Background: an optimization exercise with open tools, aiming at small area. Do not read the settings as production practice.
No functional check of the RTL was part of this run.

### design.v
module PE_16( 
  input         clock, 
  input  [7:0]  io_in_a, 
  input  [7:0] io_in_b, 
  input  [15:0] io_in_d, 
  output [7:0]  io_out_a,
  output [7:0] io_out_b, 
  output [15:0] io_out_c,
  input         io_in_control_propagate, 
  output        io_out_control_propagate 
);
  wire [7:0] _T_36;    
  wire [7:0] _T_37;    
  wire [15:0] _T_38;   
  wire [15:0] _T_39;   
  wire [15:0] _GEN_20; 
  wire [15:0] _T_40; 
  wire [15:0] _T_41; 
  wire [15:0] _T_78; 
  wire [15:0] _T_79; 
  wire [15:0] _GEN_1; 
  wire [15:0] _GEN_13; 
  wire  _T_99; 
  wire [18:0] _GEN_25; 
  assign _T_36 = io_in_b;  
  assign _T_37 = $signed(_T_36);
  assign _T_38 = $signed(_T_37) * $signed(io_in_a); 
  assign _GEN_20 = _T_38; 
  assign _T_40 = $signed(_GEN_20) + $signed(_T_39); 
  assign _T_41 = $signed(_T_40); 
  assign io_out_a = io_in_a; 											
  assign io_out_b = io_in_b; 											
  assign io_out_control_propagate = io_in_control_propagate;			
double_buffer uutDB(.clock(clock),.io_in_control_propagate(io_in_control_propagate),.io_in_d(io_in_d),.io_in_c(_T_41),.c_fb(_T_39),.c_out(io_out_c)
    );
endmodule
module double_buffer(
input clock,
input io_in_control_propagate, 
input [15:0]io_in_d, 
input [15:0]io_in_c, 
output [15:0] c_fb,  
output [15:0] c_out 
    );
reg [15:0] c1_s; 
reg [15:0] c2_s;
always @(posedge clock) 
begin
 if (io_in_control_propagate)
	  begin
        c1_s <= io_in_d;
      end 
 else 
      begin
        c1_s <= io_in_c;
      end
if (!io_in_control_propagate) 
	  begin
        c2_s <= io_in_d;
      end 
 else 
	  begin
        c2_s <= io_in_c;
	  end
end
assign c_fb =io_in_control_propagate?c2_s:c1_s;
assign c_out=!io_in_control_propagate?c2_s:c1_s;
endmodule
module Tile( 
  input         clock, 
  input  [7:0]  io_in_a_0, 
  input  [7:0] io_in_b_0, 
  input  [15:0] io_in_d_0, 
  input         io_in_control_0_propagate, 
  output [7:0]  io_out_a_0, 
  output [15:0] io_out_c_0, 
  output [7:0] io_out_b_0, 
  output        io_out_control_0_propagate
);
  wire  tile_0_0_clock; 
  wire [7:0] tile_0_0_io_in_a; 
  wire [7:0] tile_0_0_io_in_b;
  wire [15:0] tile_0_0_io_in_d;
  wire [7:0] tile_0_0_io_out_a;
  wire [7:0] tile_0_0_io_out_b; 
  wire [15:0] tile_0_0_io_out_c; 
  wire  tile_0_0_io_in_control_propagate; 
  wire  tile_0_0_io_out_control_propagate;
  PE_16 tile_0_0 ( 
    .clock(tile_0_0_clock),
    .io_in_a(tile_0_0_io_in_a),
    .io_in_b(tile_0_0_io_in_b),
    .io_in_d(tile_0_0_io_in_d),
    .io_out_a(tile_0_0_io_out_a),
    .io_out_b(tile_0_0_io_out_b),
    .io_out_c(tile_0_0_io_out_c),
    .io_in_control_propagate(tile_0_0_io_in_control_propagate),
    .io_out_control_propagate(tile_0_0_io_out_control_propagate)
  );
  assign io_out_a_0 = tile_0_0_io_out_a; 
  assign io_out_c_0 = tile_0_0_io_out_c; 
  assign io_out_b_0 = tile_0_0_io_out_b; 
  assign io_out_control_0_propagate = tile_0_0_io_out_control_propagate;
  assign tile_0_0_clock = clock;
  assign tile_0_0_io_in_a = io_in_a_0; 
  assign tile_0_0_io_in_b = io_in_b_0; 
  assign tile_0_0_io_in_d = io_in_d_0; 
  assign tile_0_0_io_in_control_propagate = io_in_control_0_propagate; 
 endmodule
module Mesh( 
  input         clock, 
  input  [7:0]  io_in_a_0_0, 
  input  [7:0]  io_in_a_1_0, 
  input  [7:0]  io_in_a_2_0, 
  input  [7:0]  io_in_a_3_0, 
  input  [7:0]  io_in_d_0_0, 
  input  [7:0]  io_in_d_1_0, 
  input  [7:0]  io_in_d_2_0, 
  input  [7:0]  io_in_d_3_0, 
  input  [15:0]  io_in_b_0_0, 
  input  [15:0]  io_in_b_1_0, 
  input  [15:0]  io_in_b_2_0, 
  input  [15:0]  io_in_b_3_0, 
  input         io_in_control_0_0_propagate, 
  input         io_in_control_1_0_propagate, 
  input         io_in_control_2_0_propagate, 
  input         io_in_control_3_0_propagate, 
  output reg [15:0] io_out_c_0_0, 
  output reg [15:0] io_out_c_1_0, 
  output reg [15:0] io_out_c_2_0, 
  output reg [15:0] io_out_c_3_0
 );
  wire  mesh_0_0_clock; 		  			
  wire [7:0] mesh_0_0_io_in_a_0;  			
  wire [7:0] mesh_0_0_io_in_b_0; 			
  wire [15:0] mesh_0_0_io_in_d_0; 			
  wire  mesh_0_0_io_in_control_0_propagate; 
  wire [7:0] mesh_0_0_io_out_a_0; 			
  wire [15:0] mesh_0_0_io_out_c_0;			
  wire [7:0] mesh_0_0_io_out_b_0;			
  wire  mesh_0_0_io_out_control_0_propagate;
  wire  mesh_0_1_clock; 
  wire [7:0] mesh_0_1_io_in_a_0; 
  wire [7:0] mesh_0_1_io_in_b_0;
  wire [15:0] mesh_0_1_io_in_d_0;
  wire  mesh_0_1_io_in_control_0_propagate; 
  wire [7:0] mesh_0_1_io_out_a_0; 
  wire [15:0] mesh_0_1_io_out_c_0;
  wire [7:0] mesh_0_1_io_out_b_0;
  wire  mesh_0_1_io_out_control_0_propagate; 
  wire  mesh_0_2_clock; 			
  wire [7:0] mesh_0_2_io_in_a_0; 	
  wire [7:0] mesh_0_2_io_in_b_0; 	
  wire [15:0] mesh_0_2_io_in_d_0; 	
  wire  mesh_0_2_io_in_control_0_propagate; 
  wire [7:0] mesh_0_2_io_out_a_0; 
  wire [15:0] mesh_0_2_io_out_c_0;
  wire [7:0] mesh_0_2_io_out_b_0;
  wire  mesh_0_2_io_out_control_0_propagate; 
  wire  mesh_0_3_clock; 		 
  wire [7:0] mesh_0_3_io_in_a_0; 
  wire [7:0] mesh_0_3_io_in_b_0;
  wire [15:0] mesh_0_3_io_in_d_0;
  wire  mesh_0_3_io_in_control_0_propagate; 
  wire [7:0] mesh_0_3_io_out_a_0; 
  wire [15:0] mesh_0_3_io_out_c_0;
  wire [7:0] mesh_0_3_io_out_b_0;
  wire  mesh_0_3_io_out_control_0_propagate; 
  wire  mesh_1_0_clock;
  wire [7:0] mesh_1_0_io_in_a_0; 
  wire [7:0] mesh_1_0_io_in_b_0;
  wire [15:0] mesh_1_0_io_in_d_0;
  wire  mesh_1_0_io_in_control_0_propagate; 
  wire [7:0] mesh_1_0_io_out_a_0; 
  wire [15:0] mesh_1_0_io_out_c_0;
  wire [7:0] mesh_1_0_io_out_b_0;
  wire  mesh_1_0_io_out_control_0_propagate;
  wire  mesh_1_1_clock; 		 
  wire [7:0] mesh_1_1_io_in_a_0; 
  wire [7:0] mesh_1_1_io_in_b_0;
  wire [15:0] mesh_1_1_io_in_d_0;
  wire  mesh_1_1_io_in_control_0_propagate; 
  wire [7:0] mesh_1_1_io_out_a_0; 			
  wire [15:0] mesh_1_1_io_out_c_0;			
  wire [7:0] mesh_1_1_io_out_b_0;			
  wire  mesh_1_1_io_out_control_0_propagate;
  wire  mesh_1_2_clock; 
  wire [7:0] mesh_1_2_io_in_a_0; 
  wire [7:0] mesh_1_2_io_in_b_0;
  wire [15:0] mesh_1_2_io_in_d_0;
  wire  mesh_1_2_io_in_control_0_propagate; 
  wire [7:0] mesh_1_2_io_out_a_0; 
  wire [15:0] mesh_1_2_io_out_c_0;
  wire [7:0] mesh_1_2_io_out_b_0;
  wire  mesh_1_2_io_out_control_0_propagate;
  wire  mesh_1_3_clock; 		 
  wire [7:0] mesh_1_3_io_in_a_0; 
  wire [7:0] mesh_1_3_io_in_b_0;
  wire [15:0] mesh_1_3_io_in_d_0;
  wire  mesh_1_3_io_in_control_0_propagate; 
  wire [7:0] mesh_1_3_io_out_a_0; 
  wire [15:0] mesh_1_3_io_out_c_0;
  wire [7:0] mesh_1_3_io_out_b_0;
  wire  mesh_1_3_io_out_control_0_propagate;
  wire  mesh_2_0_clock; 
  wire [7:0] mesh_2_0_io_in_a_0; 
  wire [7:0] mesh_2_0_io_in_b_0;
  wire [15:0] mesh_2_0_io_in_d_0;
  wire  mesh_2_0_io_in_control_0_propagate; 
  wire [7:0] mesh_2_0_io_out_a_0; 			
  wire [15:0] mesh_2_0_io_out_c_0;			
  wire [7:0] mesh_2_0_io_out_b_0;			
  wire  mesh_2_0_io_out_control_0_propagate;
  wire  mesh_2_1_clock;						
  wire [7:0] mesh_2_1_io_in_a_0; 			
  wire [7:0] mesh_2_1_io_in_b_0;			
  wire [15:0] mesh_2_1_io_in_d_0;			
  wire  mesh_2_1_io_in_control_0_propagate; 
  wire [7:0] mesh_2_1_io_out_a_0; 			
  wire [15:0] mesh_2_1_io_out_c_0;			
  wire [7:0] mesh_2_1_io_out_b_0;			
  wire  mesh_2_1_io_out_control_0_propagate;
  wire  mesh_2_2_clock; 		 			
  wire [7:0] mesh_2_2_io_in_a_0; 			
  wire [7:0] mesh_2_2_io_in_b_0;			
  wire [15:0] mesh_2_2_io_in_d_0;			
  wire  mesh_2_2_io_in_control_0_propagate; 
  wire [7:0] mesh_2_2_io_out_a_0; 			
  wire [15:0] mesh_2_2_io_out_c_0;			
  wire [7:0] mesh_2_2_io_out_b_0;			
  wire  mesh_2_2_io_out_control_0_propagate;
  wire  mesh_2_3_clock; 		 			
  wire [7:0] mesh_2_3_io_in_a_0; 			
  wire [7:0] mesh_2_3_io_in_b_0;			
  wire [15:0] mesh_2_3_io_in_d_0;			
  wire  mesh_2_3_io_in_control_0_propagate; 
  wire [7:0] mesh_2_3_io_out_a_0; 			
  wire [15:0] mesh_2_3_io_out_c_0;			
  wire [7:0] mesh_2_3_io_out_b_0;			
  wire  mesh_2_3_io_out_control_0_propagate;
  wire  mesh_3_0_clock;			 
  wire [7:0] mesh_3_0_io_in_a_0; 
  wire [7:0] mesh_3_0_io_in_b_0;
  wire [15:0] mesh_3_0_io_in_d_0;
  wire  mesh_3_0_io_in_control_0_propagate; 
  wire [7:0] mesh_3_0_io_out_a_0; 
  wire [15:0] mesh_3_0_io_out_c_0;
  wire [7:0] mesh_3_0_io_out_b_0;
  wire  mesh_3_0_io_out_control_0_propagate;
  wire  mesh_3_1_clock; 		 
  wire [7:0] mesh_3_1_io_in_a_0; 
  wire [7:0] mesh_3_1_io_in_b_0;
  wire [15:0] mesh_3_1_io_in_d_0;
  wire  mesh_3_1_io_in_control_0_propagate; 
  wire [7:0] mesh_3_1_io_out_a_0; 
  wire [15:0] mesh_3_1_io_out_c_0;
  wire [7:0] mesh_3_1_io_out_b_0;
  wire  mesh_3_1_io_out_control_0_propagate;
  wire  mesh_3_2_clock; 
  wire [7:0] mesh_3_2_io_in_a_0; 
  wire [7:0] mesh_3_2_io_in_b_0;
  wire [15:0] mesh_3_2_io_in_d_0;
  wire  mesh_3_2_io_in_control_0_propagate; 
  wire [7:0] mesh_3_2_io_out_a_0; 
  wire [15:0] mesh_3_2_io_out_c_0;
  wire [7:0] mesh_3_2_io_out_b_0;
  wire  mesh_3_2_io_out_control_0_propagate;
  wire  mesh_3_3_clock;
  wire [7:0] mesh_3_3_io_in_a_0; 
  wire [7:0] mesh_3_3_io_in_b_0;
  wire [15:0] mesh_3_3_io_in_d_0;
  wire  mesh_3_3_io_in_control_0_propagate; 
  wire [7:0] mesh_3_3_io_out_a_0; 
  wire [15:0] mesh_3_3_io_out_c_0;
  wire [7:0] mesh_3_3_io_out_b_0;
  wire  mesh_3_3_io_out_control_0_propagate;
  reg [7:0] _T_1_0; 
  reg [7:0] _T_2_0; 
  reg [7:0] _T_3_0; 
  reg [7:0] _T_4_0; 
  reg [7:0] _T_10_0;
  reg [7:0] _T_11_0;
  reg [7:0] _T_12_0; 
  reg [7:0] _T_13_0; 
  reg [7:0] _T_19_0; 
  reg [7:0] _T_20_0; 
  reg [7:0] _T_21_0; 
  reg [7:0] _T_22_0; 
  reg [7:0] _T_28_0;  
  reg [7:0] _T_29_0;  
  reg [7:0] _T_30_0;  
  reg [7:0] _T_31_0;  
  reg [7:0]  _T_74_0;
  reg [7:0]  _T_75_0; 
  reg [7:0]  _T_76_0; 
  reg [7:0]  _T_77_0; 
  reg [7:0]  _T_84_0;
  reg [7:0]  _T_85_0; 
  reg [7:0]  _T_86_0; 
  reg [7:0]  _T_87_0; 
  reg [7:0]  _T_94_0; 
  reg [7:0]  _T_95_0; 
  reg [7:0]  _T_96_0; 
  reg [7:0]  _T_97_0; 
  reg [7:0]  _T_98_0; 
  reg [7:0]  _T_99_0; 
  reg [7:0]  _T_100_0;
  reg [7:0]  _T_101_0; 
  reg [7:0]  _T_104_0; 
  reg [7:0]  _T_105_0; 
  reg [7:0]  _T_106_0; 
  reg [7:0]  _T_107_0; 
  reg [15:0] _T_154_0;
  reg [15:0] _T_155_0; 
  reg [15:0] _T_156_0; 
  reg [15:0] _T_157_0; 
  reg [15:0] _T_164_0; 
  reg [15:0] _T_165_0;
  reg [15:0] _T_166_0;
  reg [15:0] _T_167_0;
  reg [15:0] _T_174_0; 
  reg [15:0] _T_175_0;
  reg [15:0] _T_176_0;
  reg [15:0] _T_177_0;
  reg [15:0] _T_184_0; 
  reg [15:0] _T_185_0;
  reg [15:0] _T_186_0;
  reg [15:0] _T_187_0;
  reg  _T_236; 
  reg  _T_239; 
  reg  _T_242; 
  reg  _T_245; 
  reg  _T_262; 
  reg  _T_265; 
  reg  _T_268; 
  reg  _T_271; 
  reg  _T_288; 
  reg  _T_291; 
  reg  _T_294; 
  reg  _T_297; 
  reg  _T_314; 
  reg  _T_317; 
  reg  _T_320; 
  reg  _T_323; 
  Tile mesh_0_0 ( 
    .clock(mesh_0_0_clock),
    .io_in_a_0(mesh_0_0_io_in_a_0),
    .io_in_b_0(mesh_0_0_io_in_b_0),
    .io_in_d_0(mesh_0_0_io_in_d_0),
    .io_in_control_0_propagate(mesh_0_0_io_in_control_0_propagate),
    .io_out_a_0(mesh_0_0_io_out_a_0),
    .io_out_c_0(mesh_0_0_io_out_c_0),
    .io_out_b_0(mesh_0_0_io_out_b_0),
    .io_out_control_0_propagate(mesh_0_0_io_out_control_0_propagate)
  );
  Tile mesh_0_1 ( 
    .clock(mesh_0_1_clock),
    .io_in_a_0(mesh_0_1_io_in_a_0),
    .io_in_b_0(mesh_0_1_io_in_b_0),
    .io_in_d_0(mesh_0_1_io_in_d_0),
    .io_in_control_0_propagate(mesh_0_1_io_in_control_0_propagate),
    .io_out_a_0(mesh_0_1_io_out_a_0),
    .io_out_c_0(mesh_0_1_io_out_c_0),
    .io_out_b_0(mesh_0_1_io_out_b_0),
    .io_out_control_0_propagate(mesh_0_1_io_out_control_0_propagate)
  );
  Tile mesh_0_2 ( 
    .clock(mesh_0_2_clock),
    .io_in_a_0(mesh_0_2_io_in_a_0),
    .io_in_b_0(mesh_0_2_io_in_b_0),
    .io_in_d_0(mesh_0_2_io_in_d_0),
    .io_in_control_0_propagate(mesh_0_2_io_in_control_0_propagate),
    .io_out_a_0(mesh_0_2_io_out_a_0),
    .io_out_c_0(mesh_0_2_io_out_c_0),
    .io_out_b_0(mesh_0_2_io_out_b_0),
    .io_out_control_0_propagate(mesh_0_2_io_out_control_0_propagate)
  );
  Tile mesh_0_3 (
    .clock(mesh_0_3_clock),
    .io_in_a_0(mesh_0_3_io_in_a_0),
    .io_in_b_0(mesh_0_3_io_in_b_0),
    .io_in_d_0(mesh_0_3_io_in_d_0),
    .io_in_control_0_propagate(mesh_0_3_io_in_control_0_propagate),
    .io_out_a_0(mesh_0_3_io_out_a_0),
    .io_out_c_0(mesh_0_3_io_out_c_0),
    .io_out_b_0(mesh_0_3_io_out_b_0),
    .io_out_control_0_propagate(mesh_0_3_io_out_control_0_propagate)
  );
   Tile mesh_1_0 ( 
    .clock(mesh_1_0_clock),
    .io_in_a_0(mesh_1_0_io_in_a_0),
    .io_in_b_0(mesh_1_0_io_in_b_0),
    .io_in_d_0(mesh_1_0_io_in_d_0),
    .io_in_control_0_propagate(mesh_1_0_io_in_control_0_propagate),
    .io_out_a_0(mesh_1_0_io_out_a_0),
    .io_out_c_0(mesh_1_0_io_out_c_0),
    .io_out_b_0(mesh_1_0_io_out_b_0),
    .io_out_control_0_propagate(mesh_1_0_io_out_control_0_propagate)
  );
  Tile mesh_1_1 ( 
    .clock(mesh_1_1_clock),
    .io_in_a_0(mesh_1_1_io_in_a_0),
    .io_in_b_0(mesh_1_1_io_in_b_0),
    .io_in_d_0(mesh_1_1_io_in_d_0),
    .io_in_control_0_propagate(mesh_1_1_io_in_control_0_propagate),
    .io_out_a_0(mesh_1_1_io_out_a_0),
    .io_out_c_0(mesh_1_1_io_out_c_0),
    .io_out_b_0(mesh_1_1_io_out_b_0),
    .io_out_control_0_propagate(mesh_1_1_io_out_control_0_propagate)
     );
  Tile mesh_1_2 ( 
    .clock(mesh_1_2_clock),
    .io_in_a_0(mesh_1_2_io_in_a_0),
    .io_in_b_0(mesh_1_2_io_in_b_0),
    .io_in_d_0(mesh_1_2_io_in_d_0),
    .io_in_control_0_propagate(mesh_1_2_io_in_control_0_propagate),
    .io_out_a_0(mesh_1_2_io_out_a_0),
    .io_out_c_0(mesh_1_2_io_out_c_0),
    .io_out_b_0(mesh_1_2_io_out_b_0),
    .io_out_control_0_propagate(mesh_1_2_io_out_control_0_propagate)
      );
  Tile mesh_1_3 ( 
    .clock(mesh_1_3_clock),
    .io_in_a_0(mesh_1_3_io_in_a_0),
    .io_in_b_0(mesh_1_3_io_in_b_0),
    .io_in_d_0(mesh_1_3_io_in_d_0),
    .io_in_control_0_propagate(mesh_1_3_io_in_control_0_propagate),
    .io_out_a_0(mesh_1_3_io_out_a_0),
    .io_out_c_0(mesh_1_3_io_out_c_0),
    .io_out_b_0(mesh_1_3_io_out_b_0),
    .io_out_control_0_propagate(mesh_1_3_io_out_control_0_propagate)
      );
   Tile mesh_2_0 ( 
    .clock(mesh_2_0_clock),
    .io_in_a_0(mesh_2_0_io_in_a_0),
    .io_in_b_0(mesh_2_0_io_in_b_0),
    .io_in_d_0(mesh_2_0_io_in_d_0),
    .io_in_control_0_propagate(mesh_2_0_io_in_control_0_propagate),
    .io_out_a_0(mesh_2_0_io_out_a_0),
    .io_out_c_0(mesh_2_0_io_out_c_0),
    .io_out_b_0(mesh_2_0_io_out_b_0),
    .io_out_control_0_propagate(mesh_2_0_io_out_control_0_propagate)
     );
  Tile mesh_2_1 ( 
    .clock(mesh_2_1_clock),
    .io_in_a_0(mesh_2_1_io_in_a_0),
    .io_in_b_0(mesh_2_1_io_in_b_0),
    .io_in_d_0(mesh_2_1_io_in_d_0),
    .io_in_control_0_propagate(mesh_2_1_io_in_control_0_propagate),
    .io_out_a_0(mesh_2_1_io_out_a_0),
    .io_out_c_0(mesh_2_1_io_out_c_0),
    .io_out_b_0(mesh_2_1_io_out_b_0),
    .io_out_control_0_propagate(mesh_2_1_io_out_control_0_propagate)
     );
  Tile mesh_2_2 (
    .clock(mesh_2_2_clock),
    .io_in_a_0(mesh_2_2_io_in_a_0),
    .io_in_b_0(mesh_2_2_io_in_b_0),
    .io_in_d_0(mesh_2_2_io_in_d_0),
    .io_in_control_0_propagate(mesh_2_2_io_in_control_0_propagate),
    .io_out_a_0(mesh_2_2_io_out_a_0),
    .io_out_c_0(mesh_2_2_io_out_c_0),
    .io_out_b_0(mesh_2_2_io_out_b_0),
    .io_out_control_0_propagate(mesh_2_2_io_out_control_0_propagate)
     );
  Tile mesh_2_3 ( 
    .clock(mesh_2_3_clock),
    .io_in_a_0(mesh_2_3_io_in_a_0),
    .io_in_b_0(mesh_2_3_io_in_b_0),
    .io_in_d_0(mesh_2_3_io_in_d_0),
    .io_in_control_0_propagate(mesh_2_3_io_in_control_0_propagate),
    .io_out_a_0(mesh_2_3_io_out_a_0),
    .io_out_c_0(mesh_2_3_io_out_c_0),
    .io_out_b_0(mesh_2_3_io_out_b_0),
    .io_out_control_0_propagate(mesh_2_3_io_out_control_0_propagate)
     );
    Tile mesh_3_0 ( 
    .clock(mesh_3_0_clock),
    .io_in_a_0(mesh_3_0_io_in_a_0),
    .io_in_b_0(mesh_3_0_io_in_b_0),
    .io_in_d_0(mesh_3_0_io_in_d_0),
    .io_in_control_0_propagate(mesh_3_0_io_in_control_0_propagate),
    .io_out_a_0(mesh_3_0_io_out_a_0),
    .io_out_c_0(mesh_3_0_io_out_c_0),
    .io_out_b_0(mesh_3_0_io_out_b_0),
    .io_out_control_0_propagate(mesh_3_0_io_out_control_0_propagate)
  );
  Tile mesh_3_1 ( 
    .clock(mesh_3_1_clock),
    .io_in_a_0(mesh_3_1_io_in_a_0),
    .io_in_b_0(mesh_3_1_io_in_b_0),
    .io_in_d_0(mesh_3_1_io_in_d_0),
    .io_in_control_0_propagate(mesh_3_1_io_in_control_0_propagate),
    .io_out_a_0(mesh_3_1_io_out_a_0),
    .io_out_c_0(mesh_3_1_io_out_c_0),
    .io_out_b_0(mesh_3_1_io_out_b_0),
    .io_out_control_0_propagate(mesh_3_1_io_out_control_0_propagate)
  );
  Tile mesh_3_2 ( 
    .clock(mesh_3_2_clock),
    .io_in_a_0(mesh_3_2_io_in_a_0),
    .io_in_b_0(mesh_3_2_io_in_b_0),
    .io_in_d_0(mesh_3_2_io_in_d_0),
    .io_in_control_0_propagate(mesh_3_2_io_in_control_0_propagate),
    .io_out_a_0(mesh_3_2_io_out_a_0),
    .io_out_c_0(mesh_3_2_io_out_c_0),
    .io_out_b_0(mesh_3_2_io_out_b_0),
    .io_out_control_0_propagate(mesh_3_2_io_out_control_0_propagate)
  );
  Tile mesh_3_3 ( 
    .clock(mesh_3_3_clock),
    .io_in_a_0(mesh_3_3_io_in_a_0),
    .io_in_b_0(mesh_3_3_io_in_b_0),
    .io_in_d_0(mesh_3_3_io_in_d_0),
    .io_in_control_0_propagate(mesh_3_3_io_in_control_0_propagate),
    .io_out_a_0(mesh_3_3_io_out_a_0),
    .io_out_c_0(mesh_3_3_io_out_c_0),
    .io_out_b_0(mesh_3_3_io_out_b_0),
    .io_out_control_0_propagate(mesh_3_3_io_out_control_0_propagate)
   );
always @(posedge clock) begin
  io_out_c_0_0 <= mesh_3_0_io_out_c_0; 
  io_out_c_1_0 <= mesh_3_1_io_out_c_0; 
  io_out_c_2_0 <= mesh_3_2_io_out_c_0; 
  io_out_c_3_0 <= mesh_3_3_io_out_c_0; 
end
  assign mesh_0_0_clock = clock; 	  
  assign mesh_0_0_io_in_a_0 = _T_1_0; 
  assign mesh_0_0_io_in_b_0 = _T_74_0;
  assign mesh_0_0_io_in_d_0 = _T_154_0; 
  assign mesh_0_0_io_in_control_0_propagate = _T_236; 
  assign mesh_0_1_clock = clock; 		
  assign mesh_0_1_io_in_a_0 = _T_2_0; 	
  assign mesh_0_1_io_in_b_0 = _T_84_0; 
  assign mesh_0_1_io_in_d_0 = _T_164_0;
  assign mesh_0_1_io_in_control_0_propagate = _T_262; 
  assign mesh_0_2_clock = clock; 		
  assign mesh_0_2_io_in_a_0 = _T_3_0; 	
  assign mesh_0_2_io_in_b_0 = _T_94_0; 
  assign mesh_0_2_io_in_d_0 = _T_174_0;
  assign mesh_0_2_io_in_control_0_propagate = _T_288; 
  assign mesh_0_3_clock = clock; 		
  assign mesh_0_3_io_in_a_0 = _T_4_0; 	
  assign mesh_0_3_io_in_b_0 = _T_104_0;
  assign mesh_0_3_io_in_d_0 = _T_184_0;
  assign mesh_0_3_io_in_control_0_propagate = _T_314; 
  assign mesh_1_0_clock = clock; 		
  assign mesh_1_0_io_in_a_0 = _T_10_0; 	
  assign mesh_1_0_io_in_b_0 = _T_75_0; 	
  assign mesh_1_0_io_in_d_0 = _T_155_0; 
  assign mesh_1_0_io_in_control_0_propagate = _T_239; 
  assign mesh_1_1_clock = clock; 		
  assign mesh_1_1_io_in_a_0 = _T_11_0; 
  assign mesh_1_1_io_in_b_0 = _T_85_0; 
  assign mesh_1_1_io_in_d_0 = _T_165_0;
  assign mesh_1_1_io_in_control_0_propagate = _T_265; 
  assign mesh_1_2_clock = clock; 		
  assign mesh_1_2_io_in_a_0 = _T_12_0; 
  assign mesh_1_2_io_in_b_0 = _T_95_0; 
  assign mesh_1_2_io_in_d_0 = _T_175_0;
  assign mesh_1_2_io_in_control_0_propagate = _T_291; 
  assign mesh_1_3_clock = clock; 		
  assign mesh_1_3_io_in_a_0 = _T_13_0; 
  assign mesh_1_3_io_in_b_0 = _T_105_0;
  assign mesh_1_3_io_in_d_0 = _T_185_0;
  assign mesh_1_3_io_in_control_0_propagate = _T_317; 
  assign mesh_2_0_clock = clock; 		
  assign mesh_2_0_io_in_a_0 = _T_19_0; 
  assign mesh_2_0_io_in_b_0 = _T_76_0; 
  assign mesh_2_0_io_in_d_0 = _T_156_0;
  assign mesh_2_0_io_in_control_0_propagate = _T_242; 
  assign mesh_2_1_clock = clock; 		
  assign mesh_2_1_io_in_a_0 = _T_20_0; 
  assign mesh_2_1_io_in_b_0 = _T_86_0; 
  assign mesh_2_1_io_in_d_0 = _T_166_0;
  assign mesh_2_1_io_in_control_0_propagate = _T_268; 
  assign mesh_2_2_clock = clock; 		
  assign mesh_2_2_io_in_a_0 = _T_21_0; 
  assign mesh_2_2_io_in_b_0 = _T_96_0; 
  assign mesh_2_2_io_in_d_0 = _T_176_0;
  assign mesh_2_2_io_in_control_0_propagate = _T_294; 
  assign mesh_2_3_clock = clock; 		
  assign mesh_2_3_io_in_a_0 = _T_22_0; 
  assign mesh_2_3_io_in_b_0 = _T_106_0;
  assign mesh_2_3_io_in_d_0 = _T_186_0;
  assign mesh_2_3_io_in_control_0_propagate = _T_320; 
  assign mesh_3_0_clock = clock; 		
  assign mesh_3_0_io_in_a_0 = _T_28_0; 
  assign mesh_3_0_io_in_b_0 = _T_77_0; 
  assign mesh_3_0_io_in_d_0 = _T_157_0;
  assign mesh_3_0_io_in_control_0_propagate = _T_245; 
  assign mesh_3_1_clock = clock; 		
  assign mesh_3_1_io_in_a_0 = _T_29_0; 
  assign mesh_3_1_io_in_b_0 = _T_87_0; 
  assign mesh_3_1_io_in_d_0 = _T_167_0;
  assign mesh_3_1_io_in_control_0_propagate = _T_271; 
  assign mesh_3_2_clock = clock; 		
  assign mesh_3_2_io_in_a_0 = _T_30_0; 
  assign mesh_3_2_io_in_b_0 = _T_97_0; 
  assign mesh_3_2_io_in_d_0 = _T_177_0;
  assign mesh_3_2_io_in_control_0_propagate = _T_297; 
  assign mesh_3_3_clock = clock; 		
  assign mesh_3_3_io_in_a_0 = _T_31_0; 
  assign mesh_3_3_io_in_b_0 = _T_107_0;
  assign mesh_3_3_io_in_d_0 = _T_187_0;
  assign mesh_3_3_io_in_control_0_propagate = _T_323; 
  always @(posedge clock) begin
    _T_1_0 <= io_in_a_0_0;
    _T_2_0 <= mesh_0_0_io_out_a_0;
    _T_3_0 <= mesh_0_1_io_out_a_0;
    _T_4_0 <= mesh_0_2_io_out_a_0;
    _T_10_0 <= io_in_a_1_0;
    _T_11_0 <= mesh_1_0_io_out_a_0;
    _T_12_0 <= mesh_1_1_io_out_a_0;
    _T_13_0 <= mesh_1_2_io_out_a_0;
    _T_19_0 <= io_in_a_2_0;
    _T_20_0 <= mesh_2_0_io_out_a_0;
    _T_21_0 <= mesh_2_1_io_out_a_0;
    _T_22_0 <= mesh_2_2_io_out_a_0;
    _T_28_0 <= io_in_a_3_0;;
    _T_29_0 <= mesh_3_0_io_out_a_0;
    _T_30_0 <= mesh_3_1_io_out_a_0;
    _T_31_0 <= mesh_3_2_io_out_a_0;
    _T_74_0 <= io_in_d_0_0;
    _T_75_0 <= mesh_0_0_io_out_b_0;
    _T_76_0 <= mesh_1_0_io_out_b_0;
    _T_77_0 <= mesh_2_0_io_out_b_0;
    _T_84_0 <= io_in_d_1_0;
    _T_85_0 <= mesh_0_1_io_out_b_0;
    _T_86_0 <= mesh_1_1_io_out_b_0;
    _T_87_0 <= mesh_2_1_io_out_b_0;
    _T_94_0 <=  io_in_d_2_0;
    _T_95_0 <= mesh_0_2_io_out_b_0;
    _T_96_0 <= mesh_1_2_io_out_b_0;
    _T_97_0 <= mesh_2_2_io_out_b_0;
    _T_104_0 <= io_in_d_3_0;
    _T_105_0 <= mesh_0_3_io_out_b_0;
    _T_106_0 <= mesh_1_3_io_out_b_0;
    _T_107_0 <= mesh_2_3_io_out_b_0;
    _T_154_0 <= io_in_b_0_0;
    _T_155_0 <= mesh_0_0_io_out_c_0;
    _T_156_0 <= mesh_1_0_io_out_c_0;
    _T_157_0 <= mesh_2_0_io_out_c_0;
    _T_164_0 <= io_in_b_1_0;
    _T_165_0 <= mesh_0_1_io_out_c_0;
    _T_166_0 <= mesh_1_1_io_out_c_0;
    _T_167_0 <= mesh_2_1_io_out_c_0;
    _T_174_0 <= io_in_b_2_0;
    _T_175_0 <= mesh_0_2_io_out_c_0;
    _T_176_0 <= mesh_1_2_io_out_c_0;
    _T_177_0 <= mesh_2_2_io_out_c_0;
    _T_184_0 <= io_in_b_3_0;
    _T_185_0 <= mesh_0_3_io_out_c_0;
    _T_186_0 <= mesh_1_3_io_out_c_0;
    _T_187_0 <= mesh_2_3_io_out_c_0;
    _T_236 <= io_in_control_0_0_propagate;
    _T_239 <= mesh_0_0_io_out_control_0_propagate;
    _T_242 <= mesh_1_0_io_out_control_0_propagate;
    _T_245 <= mesh_2_0_io_out_control_0_propagate;
	_T_262 <=io_in_control_1_0_propagate;
    _T_265 <= mesh_0_1_io_out_control_0_propagate;
    _T_268 <= mesh_1_1_io_out_control_0_propagate;
    _T_271 <= mesh_2_1_io_out_control_0_propagate;
    _T_288 <=  io_in_control_2_0_propagate;
    _T_291 <= mesh_0_2_io_out_control_0_propagate;
    _T_294 <= mesh_1_2_io_out_control_0_propagate;
    _T_297 <= mesh_2_2_io_out_control_0_propagate;
    _T_314 <= io_in_control_3_0_propagate;
    _T_317 <= mesh_0_3_io_out_control_0_propagate;
    _T_320 <= mesh_1_3_io_out_control_0_propagate;
    _T_323 <= mesh_2_3_io_out_control_0_propagate;
  end
endmodule
### config.mk
export PLATFORM = sky130hd
export DESIGN_NAME = Mesh
export DESIGN_NICKNAME = Mesh
export VERILOG_FILES = /design/flow/design.v
export SDC_FILE = /design/flow/constraint.sdc
export NUM_CORES = 4
export LEC_CHECK = 0
export CAP_MARGIN = 20
export CORE_MARGIN = 2
export CORE_UTILIZATION = 40
export PLACE_DENSITY = 0.6
export SLEW_MARGIN = 20
### constraint.sdc
create_clock -name core_clock -period 5.2 [get_ports {clock}]
set_input_delay 1.0400 -clock core_clock [delete_from_list [all_inputs] [get_ports {clock}]]
set_output_delay 1.0400 -clock core_clock [all_outputs]
set_load 0.01 [all_outputs]
### run.sh
#!/bin/bash
# synth_recipe.tcl (not shown) runs the flow's synth.tcl, then flattens the netlist and writes it again
# the make line also repeats each setting of config.mk as NAME=value (left out here)
make -C /OpenROAD-flow-scripts/flow DESIGN_CONFIG=/design/flow/config.mk WORK_HOME=/design/flow/orfs CLKGATE_MAP_FILE= SYNTH_SCRIPT=/design/flow/synth_recipe.tcl finish
==> impl_metrics.tcl <==
set metrics [dict create \
    critical_path_required_ps 5860 \
    ff_latch_area_um2 22150 \
    num_rows 164 \
    final_stage_net_count 9488 \
    die-width_um 450.9 \
    design.die.area_um2 203300 \
    crit_path_end_kind "flip-flop" \
    area_delta_synth_final_pct 13.44 \
    grt_max_degree 33 \
    r2r_end "mesh_2_2.tile_0_0.uutDB.c2_s[14]" \
    synth_cell_type_count 38 \
    rrSetupSlack_ps 240 \
    worst_hold_path_type "reg -> reg" \
    mean_post_synth_cell_area_um2 10.99 \
    synth_edf_count 0 \
    total_routing_usage_reported_by_global_routing_pct 17.65 \
    holdWs_ps 408.4 \
    worst-path-max-fanout 9 \
    reg2regPathDepth 17 \
    synthArstFlopShare_pct 0 \
    wl_per_cell_um 16.65 \
    timing.max_cap.violations 0 \
    ctsRootBufferMaster "sky130_fd_sc_hd__clkbuf_16" \
    globalplace.congestion 0.8568 \
    totalWireLength_um 173000 \
    maxSlewHeadroom_pct 60.39 \
    cts.sink_count 1104 \
    drc 0 \
    min_period_ps 4964 \
    mostFrequentLayoutCell "sky130_fd_sc_hd__inv_1" \
    drt-vias-per-instance 4.774 \
    postSynthNetCount 9131 \
    grt_pass1_wl_um 287600 \
    start_kind "flip-flop" \
    first_global_vias 53930 \
    post_synth_instance_area_um2 79880 \
    min_to "_T_2_0[7]" \
    synth.ff_latch_count 1104 \
    detailed_place_hpwl_um 143700 \
    worstMarginPinSlew_ps 593.4 \
    setup_violations 0 \
    report.final.hold_viol_count 0 \
    preCtsSetupSlack_ps 88.50 \
    starting_density_of_the_core_pct 40.13 \
    cts_made_buffers 134 \
    fmax_ghz 0.2015 \
    vias 49600 \
    cts-hold-fix-buffers 0 \
    worstSkewPairLatency_ps 790 \
    sequential_fraction_of_the_synthesis_area_pct 27.67 \
    multi_input_comb_area_um2 52860 \
    maxSlewViolCount 0 \
    yosys_warnings 2 \
    critical_path_class "reg -> reg" \
    die_y_um 450.9 \
    htree_num_levels 4 \
    cts_buffer_depth 3 \
    grt-ovfl-total 0 \
    drt_first_iter_violations 2059 \
    buffer_ports.inserted 196 \
    post-route-worst-setup-slack_ps 236.3 \
    hold_path_startpoint "_T_1_0[7]" \
    crit_reg_reg_startpoint "_T_96_0[4]" \
    drtAntennaViolNets 0 \
    drive_gt1_share_pct 14.45 \
    grt_antenna_before_repair 9 \
    pin_count 197 \
    synth_top_flop_cell "sky130_fd_sc_hd__dfxtp_1" \
    mostFrequentLayoutCells "sky130_fd_sc_hd__inv_1 (1,147), sky130_fd_sc_hd__fa_1 (1,136), sky130_fd_sc_hd__dfxtp_1 (1,073), sky130_fd_sc_hd__mux2_2 (621)" \
    timing.clock.skew_ps 30.14 \
    core-area_um2 199000 \
    status "timing/DRC/antenna clean" \
    num-fill-cells 18490 \
    clk_pin_slew_worst_paths_ps 60 \
    detail_route.first_pass.iterations 5 \
    fin_crit_sh_pct 95.45 \
    timing.hold.worst_path_depth 0 \
    worstPathArrival_ps 5630 \
    synthCells 7270 \
    cts_tree "done" \
]
-- how the worst max path moves through the flow --
stage	start	cells after the start	slack, ps	endpoint
2_1_floorplan	_T_239	20	10	mesh_1_0.tile_0_0.uutDB.c2_s[14]
3_3_place_gp	_T_96_0[7]	15	110	mesh_2_2.tile_0_0.uutDB.c2_s[15]
3_5_place_dp	_T_96_0[7]	15	90	mesh_2_2.tile_0_0.uutDB.c2_s[15]
4_1_cts	_T_12_0[0]	15	20	mesh_1_2.tile_0_0.uutDB.c2_s[15]
5_1_grt	_T_320	17	-0.9	mesh_2_3.tile_0_0.uutDB.c1_s[15]
6_report	_T_96_0[4]	17	240	mesh_2_2.tile_0_0.uutDB.c2_s[14]
-- layer usage --
| layer | GRT usage, % | up-vias | share of wire (%) |
|---|---|---|---|
| met5 | 0 | - | 0.013 |
| met4 | 5.011 | 4 | 2.5 |
| met3 | 2.478 | 233 | 3.4 |
| met2 | 29.00 | 701 | 47 |
| met1 | 24.23 | 24900 | 47 |
| li1 | - | 23760 | - |
-- critical path: stages (launching register included) --
cell	delay, ps
sky130_fd_sc_hd__dfxtp_1	630
sky130_fd_sc_hd__nand2_1	160
sky130_fd_sc_hd__fa_1	530
sky130_fd_sc_hd__inv_1	50
sky130_fd_sc_hd__fa_1	460
sky130_fd_sc_hd__ha_1	300
sky130_fd_sc_hd__inv_1	50
sky130_fd_sc_hd__fa_1	490
sky130_fd_sc_hd__inv_1	50
sky130_fd_sc_hd__ha_1	270
sky130_fd_sc_hd__ha_1	230
sky130_fd_sc_hd__fa_1	470
sky130_fd_sc_hd__a21o_1	190
sky130_fd_sc_hd__a21oi_2	230
sky130_fd_sc_hd__o21ba_4	170
sky130_fd_sc_hd__o211ai_2	110
sky130_fd_sc_hd__and4b_1	210
sky130_fd_sc_hd__a211o_1	250
-- cell usage after synthesis, types with 10 or more instances --
cell type,instances,area [um^2]
sky130_fd_sc_hd__inv_1,1151,4320
sky130_fd_sc_hd__fa_1,1136,22740
sky130_fd_sc_hd__dfxtp_1,1104,22100
sky130_fd_sc_hd__mux2_2,621,6993
sky130_fd_sc_hd__ha_1,592,7407
sky130_fd_sc_hd__nand2_1,592,2222
sky130_fd_sc_hd__and2_1,512,3203
sky130_fd_sc_hd__mux2i_1,224,2242
sky130_fd_sc_hd__xnor2_1,205,1795
sky130_fd_sc_hd__nor2_1,197,739.5
sky130_fd_sc_hd__a21oi_1,183,915.9
sky130_fd_sc_hd__o21ai_0,108,540.5
sky130_fd_sc_hd__clkbuf_1,106,397.9
sky130_fd_sc_hd__xor2_1,99,867.1
sky130_fd_sc_hd__o21bai_1,48,360.4
sky130_fd_sc_hd__a21o_1,47,352.8
sky130_fd_sc_hd__a211oi_1,32,240.2
sky130_fd_sc_hd__nand2b_1,32,200.2
sky130_fd_sc_hd__o31ai_1,32,240.2
sky130_fd_sc_hd__buf_1,23,86.33
sky130_fd_sc_hd__buf_2,17,85.08
sky130_fd_sc_hd__clkinv_1,17,63.81
sky130_fd_sc_hd__a211o_1,16,140.1
sky130_fd_sc_hd__and3_1,16,100.1
sky130_fd_sc_hd__and4b_1,16,160.2
sky130_fd_sc_hd__nor3_1,16,80.08
sky130_fd_sc_hd__o2111ai_1,16,140.1
sky130_fd_sc_hd__o211ai_1,16,120.1
sky130_fd_sc_hd__o21a_1,16,120.1
sky130_fd_sc_hd__o21ba_4,16,260.3
sky130_fd_sc_hd__a21oi_2,15,131.4
sky130_fd_sc_hd__and4_1,15,131.4
sky130_fd_sc_hd__o211ai_2,15,187.7
sky130_fd_sc_hd__or3_4,10,112.6
-- area by class of cell --
class | count | share of cell area [%]
Timing Repair Buffer | 367 | 3.637
Multi-Input combinational cell | 4852 | 58.34
Tap cell | 2656 | 3.667
Clock inverter | 67 | 0.9514
Inverter | 1168 | 4.859
Clock buffer | 173 | 4.097
Antenna cell | 3 | 0.008285
Sequential cell | 1104 | 24.44
-- what timing repair did --
action,in CTS,in global routing
endpoints found under the setup margin,0,58
setup buffers,0,17
resized for setup,0,34
-- cell families after synthesis --
| kind of cell | count (synthesis) | share of synthesized area [%] |
|---|---|---|
| adder cells (fa/ha/maj) | 1728 | 37.74 |
| AND/OR/NAND/NOR | 1413 | 8.759 |
| buffers and inverters | 1314 | 6.201 |
| flip-flops | 1104 | 27.67 |
| multiplexers | 845 | 11.56 |
| AO/OA/AOI/OAI | 562 | 4.732 |
| XOR/XNOR | 304 | 3.333 |
-- through the flow --
| stage | std cells | util, % | TNS [ps] | instance area (um^2) |
|---|---|---|---|---|
| after global placement | 10130 | 43.12 | 0 | 85820 |
| after floorplan | 7270 | - | 0 | 79890 |
| after CTS | 10370 | 45.41 | 0 | 90390 |
| final | 10390 | 45.53 | 0 | 90610 |
| after detailed placement | 10130 | 43.12 | 0 | 85820 |
| after global routing | 10390 | 45.52 | -0.8828 | 90610 |

## static timing again, ports no longer ideal
How much do the figures lean on ideal ports? The routed layout below was timed once more, with nothing changed but the port constraints.
Step 1, drivers: a clkbuf_16 drives clock and a buf_2 each remaining input, both assumed.
Step 2 times the ports against the registers' clock, not the clock port: input delays grow and output delays shrink by t, the midpoint of the rising clock arrivals with the driver on.
Slacks: ideal / step 1 / step 2; pairs: ideal / step 1.
t (ns): 0.859
slack for setup (ns): 0.236 / 0.236 / 0.236
worst data-port slew with drivers (ns): 0.06
pins driven straight from the clock port: 1
After both steps setup and hold are still met in this run. The setup slack of this run moves by 0.000 ns with the drivers and by 0.000 ns with both steps.
